From an optimization exercise on the open Yosys and OpenROAD flow, aimed at small area, a short achievable clock period and few clock cycles; shortcuts taken in it are not production practice. The RTL was checked by simulation tests, not by an equivalence proof against the original design. No activity file was given, so power comes from the tool's default toggle rates.

$ cat flow/design.v
module ALU(a, b, cin, sum);
    input [31:0] a, b;
    input cin;
    output [31:0] sum;
    wire [31:0] g0 = a & b;
    wire [31:0] p0 = a ^ b;
    wire [31:0] g1, p1, g2, p2, g3, p3, g4, p4, g5;
    wire [31:0] gi = {g0[31:1], g0[0] | (p0[0] & cin)};
    genvar i;
    generate
        for (i = 0; i < 32; i = i + 1) begin : l1
            if (i >= 1) begin : c
                assign g1[i] = gi[i] | (p0[i] & gi[i-1]);
                assign p1[i] = p0[i] & p0[i-1];
            end else begin : n
                assign g1[i] = gi[i];
                assign p1[i] = p0[i];
            end
        end
        for (i = 0; i < 32; i = i + 1) begin : l2
            if (i >= 2) begin : c
                assign g2[i] = g1[i] | (p1[i] & g1[i-2]);
                assign p2[i] = p1[i] & p1[i-2];
            end else begin : n
                assign g2[i] = g1[i];
                assign p2[i] = p1[i];
            end
        end
        for (i = 0; i < 32; i = i + 1) begin : l3
            if (i >= 4) begin : c
                assign g3[i] = g2[i] | (p2[i] & g2[i-4]);
                assign p3[i] = p2[i] & p2[i-4];
            end else begin : n
                assign g3[i] = g2[i];
                assign p3[i] = p2[i];
            end
        end
        for (i = 0; i < 32; i = i + 1) begin : l4
            if (i >= 8) begin : c
                assign g4[i] = g3[i] | (p3[i] & g3[i-8]);
                assign p4[i] = p3[i] & p3[i-8];
            end else begin : n
                assign g4[i] = g3[i];
                assign p4[i] = p3[i];
            end
        end
        for (i = 0; i < 32; i = i + 1) begin : l5
            if (i >= 16) begin : c
                assign g5[i] = g4[i] | (p4[i] & g4[i-16]);
            end else begin : n
                assign g5[i] = g4[i];
            end
        end
    endgenerate
    assign sum = p0 ^ {g5[30:0], cin};
endmodule
module GPR(clk, reset, we, waddr, wdata, ov_set,
           sa, fa, ia28, ia29, sb, fb, ib28, ib29, fwd, busA, busB, valid);
    input clk, reset, we, ov_set;
    input [4:0] waddr;
    input [31:0] wdata;
    input [31:1] sa, sb;           
    input fa, fb;                  
    input ia28, ia29, ib28, ib29;  
    input [31:0] fwd;
    output [31:0] busA, busB;
    output [31:1] valid;           
    wire [31:0] q [1:31];
    genvar i;
    generate
        for (i = 1; i < 32; i = i + 1) begin : r
            if (i == 30) begin : rst
                reg [31:0] d;
                always @(posedge clk or posedge reset) begin
                    if (reset)
                        d <= 32'b0;
                    else begin
                        if (we && waddr == 5'd30)
                            d[31:1] <= wdata[31:1];
                        if ((we && waddr == 5'd30) || ov_set)
                            d[0] <= wdata[0] | ov_set;
                    end
                end
                assign q[i] = d;
                assign valid[i] = 1'b1;
            end else begin : plain
                reg [31:0] d;
                reg val;
                always @(posedge clk)
                    if (we && waddr == i)
                        d <= wdata;
                always @(posedge clk or posedge reset)
                    if (reset)
                        val <= 1'b0;
                    else if (we && waddr == i)
                        val <= 1'b1;
                assign q[i] = d;
                assign valid[i] = val;
            end
        end
    endgenerate
    reg [31:0] ra, rb;
    integer k;
    always @* begin
        ra = ({32{fa}} & fwd) | ({32{ia28}} & 32'h00001800) | ({32{ia29}} & 32'h00002ffc);
        rb = ({32{fb}} & fwd) | ({32{ib28}} & 32'h00001800) | ({32{ib29}} & 32'h00002ffc);
        for (k = 1; k < 32; k = k + 1) begin
            ra = ra | ({32{sa[k]}} & q[k]);
            rb = rb | ({32{sb[k]}} & q[k]);
        end
    end
    assign busA = ra;
    assign busB = rb;
endmodule
module mips(clk,reset,imem_addr,imem_rdata,dmem_addr,dmem_wdata,dmem_we,dmem_rdata);
    input clk;
    input reset;
    output [9:0] imem_addr;
    input [31:0] imem_rdata;
    output [9:0] dmem_addr;
    output [31:0] dmem_wdata;
    output dmem_we;
    input [31:0] dmem_rdata;
    reg [9:0]  fpc;            
    reg [9:0]  ras;            
    reg [31:0] ir;             
    reg        ir_v;           
    reg [31:0] pc_x;           
    reg [31:1] sa, sb;         
    reg        fa, fb;         
    reg        ia28, ia29, ib28, ib29;   
    reg        ldu;            
    reg        adep;           
    reg [9:0]  m_addr;
    reg [31:0] m_res;          
    reg        m_we;           
    reg        m_sb1;          
    reg        m_load, m_word, m_rwe, m_ov;
    reg [4:0]  m_waddr;
    wire [5:0] f_op = imem_rdata[31:26];
    wire [4:0] f_rs = imem_rdata[25:21];
    wire [4:0] f_rt = imem_rdata[20:16];
    wire [4:0] f_rd = imem_rdata[15:11];
    wire [5:0] f_fn = imem_rdata[5:0];
    wire f_store  = f_op[5] & f_op[3];
    wire f_load   = f_op[5] & ~f_op[3];
    wire f_itype  = ~f_op[5] & f_op[3];                  
    wire f_logic  = f_itype & f_op[2];                   
    wire f_addi   = f_itype & ~f_op[2] & ~f_op[0];
    wire f_rtype  = ~f_op[5] & ~f_op[3] & ~f_op[2] & ~f_op[1];
    wire f_alur   = f_rtype & f_fn[5];                   
    wire f_jr     = f_rtype & ~f_fn[5] & f_fn[3];
    wire f_beq    = ~f_op[5] & ~f_op[3] & f_op[2];
    wire f_same   = (f_rs == f_rt);
    wire f_j      = ~f_op[5] & ~f_op[3] & ~f_op[2] & f_op[1];   
    wire f_jal    = f_j & f_op[0];
    wire f_sub    = f_fn[1];                             
    wire f_slt    = f_alur & f_fn[3];
    wire f_rwe    = f_load | f_jal | f_itype | f_alur;
    wire [4:0] f_waddr = f_jal ? 5'd31 : f_rtype ? f_rd : f_rt;
    reg c_store, c_load, c_word, c_addi, c_jr, c_beq, c_beqd, c_jmp;
    reg c_rwe, c_fwd, c_ldu;
    reg [4:0] c_waddr;
    reg c_bb, c_bnb, c_bse;                  
    reg c_rpc4, c_rlogic, c_rlui, c_rslt, c_rb, c_rsum;   
    always @(posedge clk) begin
        if (!stall) begin
            c_store <= f_store;
            c_load <= f_load;
            c_word <= f_op[0];
            c_addi <= f_addi;
            c_jr <= f_jr;
            c_beq <= f_beq;
            c_beqd <= f_beq & ~f_same;
            c_jmp <= f_j;
            c_rwe <= f_rwe;
            c_fwd <= f_rwe & ~f_load & (f_waddr != 5'd0);
            c_ldu <= f_load & (f_rt != 5'd0);
            c_waddr <= f_waddr;
            c_bb <= f_alur & ~f_sub;
            c_bnb <= f_alur & f_sub;
            c_bse <= ~f_alur;
            c_rpc4 <= f_jal;
            c_rlogic <= f_logic;
            c_rlui <= f_op[1];
            c_rslt <= f_slt;
            c_rb <= f_store;
            c_rsum <= ~(f_jal | f_logic | f_slt | f_store);
        end
    end
    wire [4:0] rs = ir[25:21];
    wire [4:0] rt = ir[20:16];
    wire [15:0] imm = ir[15:0];
    wire [31:0] se = {{16{imm[15]}}, imm};
    wire stall  = ldu | m_sb1 | (adep & m_ov);
    wire commit = ir_v & ~stall;
    wire [31:0] a, b;
    wire [31:1] valid;
    wire [31:0] wdata;
    wire m_wen = m_rwe & ~m_ov;
    GPR GPR1(.clk(clk), .reset(reset), .we(m_wen), .waddr(m_waddr), .wdata(wdata),
             .ov_set(m_ov), .sa(sa), .fa(fa), .ia28(ia28), .ia29(ia29),
             .sb(sb), .fb(fb), .ib28(ib28), .ib29(ib29), .fwd(m_res),
             .busA(a), .busB(b), .valid(valid));
    wire [31:0] bop = ({32{c_bb}} & b) | ({32{c_bnb}} & ~b) | ({32{c_bse}} & se);
    wire [31:0] sum;
    ALU ALU1(.a(a), .b(bop), .cin(c_bnb), .sum(sum));
    wire ov = (a[31] == se[31]) & (sum[31] != a[31]);
    wire lt = (a[31] != b[31]) ? a[31] : sum[31];
    wire [31:0] pc4 = pc_x + 32'd4;
    wire [31:0] logic_val = c_rlui ? {imm, 16'b0} : (a | {16'b0, imm});
    wire [31:0] res = ({32{c_rpc4}} & pc4) | ({32{c_rlogic}} & logic_val) |
                      {31'b0, c_rslt & lt} | ({32{c_rb}} & b) | ({32{c_rsum}} & sum);
    wire [9:0] maddr = a[9:0] + imm[9:0];
    wire eq = (a == b);
    wire [31:0] btarget = pc4 + {se[29:0], 2'b00};
    wire [31:0] jtarget = {pc4[31:28], ir[25:0], 2'b00};
    wire [31:0] npc = c_jr ? a : (c_beq & eq) ? btarget : c_jmp ? jtarget : pc4;
    wire redirect = commit & ((c_jr & (a[9:0] != fpc)) | (c_beqd & eq));
    wire [9:0] rtarget = c_jr ? a[9:0] : btarget[9:0];
    wire [9:0] fpc4 = fpc + 10'd4;
    wire [9:0] fpred = f_j                ? {imem_rdata[7:0], 2'b00} :
                       (f_beq & f_same)   ? fpc4 + {imem_rdata[7:0], 2'b00} :
                       f_jr               ? ras : fpc4;
    wire [4:0] n_rs = stall ? rs : f_rs;
    wire [4:0] n_rt = stall ? rt : f_rt;
    wire x_fwd = commit & c_fwd;
    wire n_fa = x_fwd & (c_waddr == n_rs);
    wire n_fb = x_fwd & (c_waddr == n_rt);
    wire n_ldu = commit & c_ldu & ((c_waddr == n_rs) | (c_waddr == n_rt));
    wire n_adep = commit & c_addi & ((n_rs == 5'd30) | (n_rt == 5'd30) |
                                     (c_waddr == n_rs) | (c_waddr == n_rt));
    wire [31:1] n_valid;
    wire [31:1] n_sa, n_sb;
    genvar i;
    generate
        for (i = 1; i < 32; i = i + 1) begin : sel
            assign n_valid[i] = valid[i] | (m_wen & (m_waddr == i));
            assign n_sa[i] = (n_rs == i) & n_valid[i] & ~n_fa;
            assign n_sb[i] = (n_rt == i) & n_valid[i] & ~n_fb;
        end
    endgenerate
    assign wdata = m_load ? (m_word ? dmem_rdata : {{24{dmem_rdata[7]}}, dmem_rdata[7:0]}) : m_res;
    assign dmem_addr = m_addr;
    assign dmem_wdata = m_res;
    assign dmem_we = m_we;
    assign imem_addr = fpc;
    always @(posedge clk or posedge reset) begin
        if (reset) begin
            fpc <= 10'h000;
            ir_v <= 1'b0;
            pc_x <= 32'h00003000;
            ldu <= 1'b0;
            adep <= 1'b0;
        end else begin
            ldu <= n_ldu;
            adep <= n_adep;
            if (commit)
                pc_x <= npc;
            if (!stall) begin
                if (redirect) begin
                    fpc <= rtarget;
                    ir_v <= 1'b0;
                end else begin
                    fpc <= fpred;
                    ir_v <= 1'b1;
                end
            end
        end
    end
    always @(posedge clk) begin
        sa <= n_sa; sb <= n_sb;
        fa <= n_fa; fb <= n_fb;
        ia28 <= (n_rs == 5'd28) & ~n_valid[28] & ~n_fa;
        ia29 <= (n_rs == 5'd29) & ~n_valid[29] & ~n_fa;
        ib28 <= (n_rt == 5'd28) & ~n_valid[28] & ~n_fb;
        ib29 <= (n_rt == 5'd29) & ~n_valid[29] & ~n_fb;
        if (!stall) begin
            ir <= imem_rdata;
            if (!redirect && f_jal)
                ras <= fpc4;
        end
    end
    always @(posedge clk or posedge reset) begin
        if (reset) begin
            m_we <= 1'b0;
            m_sb1 <= 1'b0;
            m_rwe <= 1'b0;
            m_ov <= 1'b0;
        end else if (m_sb1) begin
            m_sb1 <= 1'b0;
            m_we <= 1'b1;
        end else if (commit) begin
            m_we <= c_store & c_word;
            m_sb1 <= c_store & ~c_word;
            m_rwe <= c_rwe;
            m_ov <= c_addi & ov;
        end else begin
            m_we <= 1'b0;
            m_sb1 <= 1'b0;
            m_rwe <= 1'b0;
            m_ov <= 1'b0;
        end
    end
    always @(posedge clk) begin
        if (m_sb1)
            m_res[31:8] <= dmem_rdata[31:8];
        else begin
            m_addr <= maddr;
            m_res <= res;
            m_load <= c_load;
            m_word <= c_word;
            m_waddr <= c_waddr;
        end
    end
endmodule
$ cat flow/run.sh
#!/bin/bash
# synth_recipe.tcl (not shown) runs the flow's synth.tcl, then flattens the netlist and writes it again
# the make line also repeats each setting of config.mk as NAME=value (left out here)
make -C /OpenROAD-flow-scripts/flow DESIGN_CONFIG=/design/flow/config.mk WORK_HOME=/design/flow/orfs CLKGATE_MAP_FILE= SYNTH_SCRIPT=/design/flow/synth_recipe.tcl finish
$ cat flow/config.mk
export PLATFORM = sky130hd
export DESIGN_NAME = mips
export DESIGN_NICKNAME = mips
export VERILOG_FILES = /design/flow/design.v
export SDC_FILE = /design/flow/constraint.sdc
export NUM_CORES = 4
export LEC_CHECK = 0
export CAP_MARGIN = 20
export CORE_MARGIN = 2
export CORE_UTILIZATION = 40
export SETUP_SLACK_MARGIN = 5
export SLEW_MARGIN = 20
$ cat flow/constraint.sdc
create_clock -name core_clock -period 10.0 [get_ports {clk}]
set_input_delay 2.0000 -clock core_clock [delete_from_list [all_inputs] [get_ports {clk}]]
set_output_delay 2.0000 -clock core_clock [all_outputs]
set_load 0.01 [all_outputs]
==> summary.txt <==
Critical path
  – Cells on worst reg2reg path: 20
  – CP Max Fanout: 27
  – Crit. End Element: flip-flop
  – Arrival time at the worst endpoint: 5.62 ns
  – R2R Path End: m_res[0]
  – Startpoint Class: flip-flop
  – CP required: 10.54 ns
  – CP Class: reg -> reg
  – Setup crit start: sb[11]
  – Crit path to: m_res[0]
  – Flop2flop setup slack: 4.92 ns
  – Worst r2r src: sb[11]

Logic synthesis
  – Most common cell in the netlist: edfxtp_1
  – Asr flop ratio synth: 8.89%
  – Mapped Area: 0.0575 mm²
  – Syn nets: 4636
  – Top post-synthesis cells by area: edfxtp_1 55%, a22oi_1 10%, dfrtp_1 4.7%
  – Compound-cell area share of the yosys netlist: 19.1%
  – Post-synth EDFFs: 1045
  – Average size of a mapped cell: 12.9 µm²
  – Synth Area in XOR/XNOR: 2.36%
  – Flops & latches, synth: 1248
  – Post-Synth Adder-Cell Area: 2.07%
  – Post-synth top cells: 1045 x edfxtp_1, 797 x a22oi_1, 225 x nand4_1
  – Cells after Synth: 4478
  – Seq/Total Area, Yosys: 62.6%
  – Top cell type by total area after synthesis: edfxtp_1
  – Most common flop cell mapped by yosys: edfxtp_1
  – Multiplexer area fraction after synthesis: 2.29%
  – Yosys cell types: 85
  – YS warnings: 2
  – Simple-gate share of the synthesized area: 8.52%
  – Largest family of logic cells by synthesized area: compound AO/OA/AOI/OAI gates
  – Synth top area share: 54.5%

Power and ir drop
  – Switching share of power: 40.1%
  – Pwr Density: 312 mW/mm²
  – Clock power share: 24.1%
  – Internal cell power: 12.9 mW
  – Max IR drop VDD: 224 µV
  – Switching pwr: 8.62 mW
  – Leak: 23.3 nW
  – Power share of the sequential group: 36.3%
  – Combinational power share: 39.6%

Placement
  – IO buf count: 117
  – Post-DP HPWL: 167000 µm
  – Post-placement setup slack: 3.69 ns
  – Placed Cells: 6384
  – GP Congestion: 0.990

Global route
  – Most Used Layer, Global Route: met2
  – M2 GR Usage: 52.1%
  – All-Layer GR Usage: 38.7%
  – Vias in the first global route: 46400
  – Initial antenna violation count: 12
  – Global-route wire length before repair: 389000 µm
  – M1 GR Usage: 47.9%
  – Pin count of the biggest net entering global routing: 76
  – Met3 Usage GRT: 19.1%
  – Total grt overflow: 0

Clock network
  – Clk buf depth: 3
  – CTS buffer count: 133
  – CTS tree: done
  – Worst-skew pair later-pin latency: 0.82 ns
  – Clock Sinks: 1248
  – Cts-stage hold buffer count: 0
  – Root buf cell: clkbuf_16
  – Clock slew at reported path FFs: 0.06 ns
  – Depth of the CTS H-tree: 4

Cells and area
  – Non-filler cells, final: 6746
  – Share of layout cells above drive strength 1: 16.6%
  – Layout fillers: 12500
  – Area growth syn-to-layout: 19.7%
  – Layout Nets: 4877

Route
  – Average wire per standard cell: 43.7 µm
  – DRT Pass-1 Iters: 13
  – Drt initial violations: 11200
  – Routed vias: 50800
  – Vias per cell: 7.53
  – Remaining routing DRC violations: 0
  – Post-route ant nets: 0
  – Final WL: 295000 µm

Timing
  – RSZ-0062 raised after global routing: yes
  – Final Max Slew Viols: 0
  – Setup TNS: 0 ns
  – Clock Skew: 0.0495 ns
  – Final min period: 5.08 ns
  – FMAX: 197 MHz
  – Final Cycle Share: 50.8%
  – Min setup slack post-route: 4.92 ns
  – Worst-Margin Slew: 1.24 ns
  – Setup violators final: 0
  – Hold Fails Final Rpt: 0
  – Slew margin rel.: 16.9%

Die
  – Die area: 0.147 mm²
  – Ports: 119
  – Initial Utilization: 40.2%
  – Die Span Y: 383 µm
  – Core Footprint: 0.143 mm²
  – Die width: 383 µm
  – Row Count: 139

Status
  – Status: complete, no violations

Flow run
  – Max Cap Viol: 0

Hold path
  – Tightest Hold Check Type: reg -> reg
==> area by class of cell <==
class                      count  area [µm²]  area share [%]
timing repair buffer         396        4150            6.03
clock inverter                65         736            1.07
sequential                  1248       36200            52.6
inverter                     130         493           0.716
clock buffer                 182        3790            5.50
tap                         1903        2380            3.46
multi-input combinational   2810       21100            30.6
antenna                       12        30.0          0.0436
==> cells by family after synthesis <==
family | count (synthesis)
compound gates | 1495
fa+ha+maj | 92
xor+xnor | 155
flops | 1248
buf+inv | 420
mux | 126
simple gates | 942
==> worst min path at each step <==
stage,from,end,slack [ns],cells past startpoint
6_report,c_load,m_load,0.45,0
5_1_grt,c_load,m_load,0.46,0
4_1_cts,c_load,m_load,0.45,0
3_5_place_dp,GPR1.r[14].plain.val,GPR1.r[14].plain.val,0.44,2
3_3_place_gp,GPR1.r[24].plain.val,GPR1.r[24].plain.val,0.44,2
2_1_floorplan,c_load,m_load,0.40,0
==> stage by stage <==
stage / total power, mW / area (µm²) / utilization, % / hold slack, ns
global route: 21.9 / 68800 / 48.1 / 0.458
detailed placement: 15.3 / 61700 / 43.1 / 0.441
floorplan: 11.8 / 57500 / - / 0.400
finish: 21.5 / 68900 / 48.1 / 0.446
global placement: 15.2 / 61700 / 43.1 / 0.438
CTS: 20.6 / 67400 / 47.1 / 0.453
==> worst max-delay path, cell delays in order, from the launching register on <==
cell and delay [ns]:
dfxtp_2 0.52, buf_12 0.30, a22oi_1 0.29, nand4_1 0.13, nor4_1 0.36, buf_4 0.24
nor2b_1 0.05, a221o_1 0.26, ha_1 0.43, o211ai_1 0.13, nor2_1 0.12, o21a_1 0.23
o221ai_2 0.18, o21ai_2 0.17, a21oi_2 0.08, buf_6 0.14, o311a_4 0.38, a211oi_4 0.21
buf_6 0.17, nor2_1 0.05, a311o_1 0.30
==> cells in the final DEF (no fill, tap or decap), types with 17 or more instances in the layout <==
cell / n
a221oi_2: 26
clkbuf_16: 139
edfxtp_1: 1045
nor2_1: 141
dfrtp_1: 109
dfxtp_4: 42
mux2i_1: 83
a21oi_1: 153
a21oi_4: 21
clkdlybuf4s50_1: 117
ha_1: 77
buf_6: 30
buf_4: 183
buf_8: 19
nor2_4: 30
o211ai_1: 25
clkinv_2: 23
dfxtp_2: 23
nor3_1: 84
xnor2_1: 85
dfxtp_1: 27
xor2_1: 65
a22o_1: 96
clkbuf_8: 20
mux2_2: 43
a21o_1: 24
or3_4: 17
o21ai_0: 81
nor4_1: 25
a222oi_1: 24
inv_1: 126
nand3_1: 65
nand2_1: 215
nand4_1: 225
a221oi_1: 85
clkbuf_1: 23
buf_12: 38
a22oi_1: 789
==> repair_timing <==
item                                    CTS  global route
gates cloned                              1             3
resized for setup                       173           163
endpoints found under the setup margin   28            30
hold endpoints to repair                  0             0
pin swaps                                21            54
setup buffers                            44            54
==> flip-flops by register name (all words and copies together), names as in the netlist, 26 cells and up <==
signal	count
sa	31
m_res	32
sb	31
pc_x	32
GPR1.r.rst.d	32
GPR1.r.plain.d	960
GPR1.r.plain.val	30
ir	26
==> power groups by stage <==
stage                     clock (mW)  sequential [mW]  combinational (mW)
after global routing            5.35             7.83                8.75
after detailed placement           0             7.90                7.37
final                           5.18             7.82                8.51
after floorplan                    0             7.52                4.28
after CTS                       5.15             7.77                7.72
after global placement             0             7.90                7.33
==> per-layer routing <==
layer | vias up | share of wire (%)
met2 | 5770 | 38
li1 | 18700 | -
met4 | 16 | 9.9
met5 | - | 0.14
met3 | 1704 | 18
met1 | 24600 | 33
Testbench counts, summed over its fixed seeds: cycles 39,464.

## re-timing with driven ports
How much do the figures lean on ideal ports? The routed layout below was timed once more, with nothing changed but the port constraints. Step 1, drivers: a clkbuf_16 drives clk and a buf_2 each remaining input, both assumed. Step 2 adds t to the input delays and takes it off the output delays; t is the mean of the earliest and latest rising clock arrival at the registers after step 1. Input paths then give back, and output paths get back, about the clock's delay inside the block. Three values: ideal ports, drivers, drivers and shift; two values: the first two.
shift t [ns]: 0.875
setup slack, ns: 4.924 / 4.924 / 4.844
worst slew at a driven data input, ns: 0.14
cell pins on the clock port's net: 1
After both steps setup and hold are still met in this run. For this run, drivers alone change the setup slack by 0.000 ns; drivers and shift together by -0.080 ns.
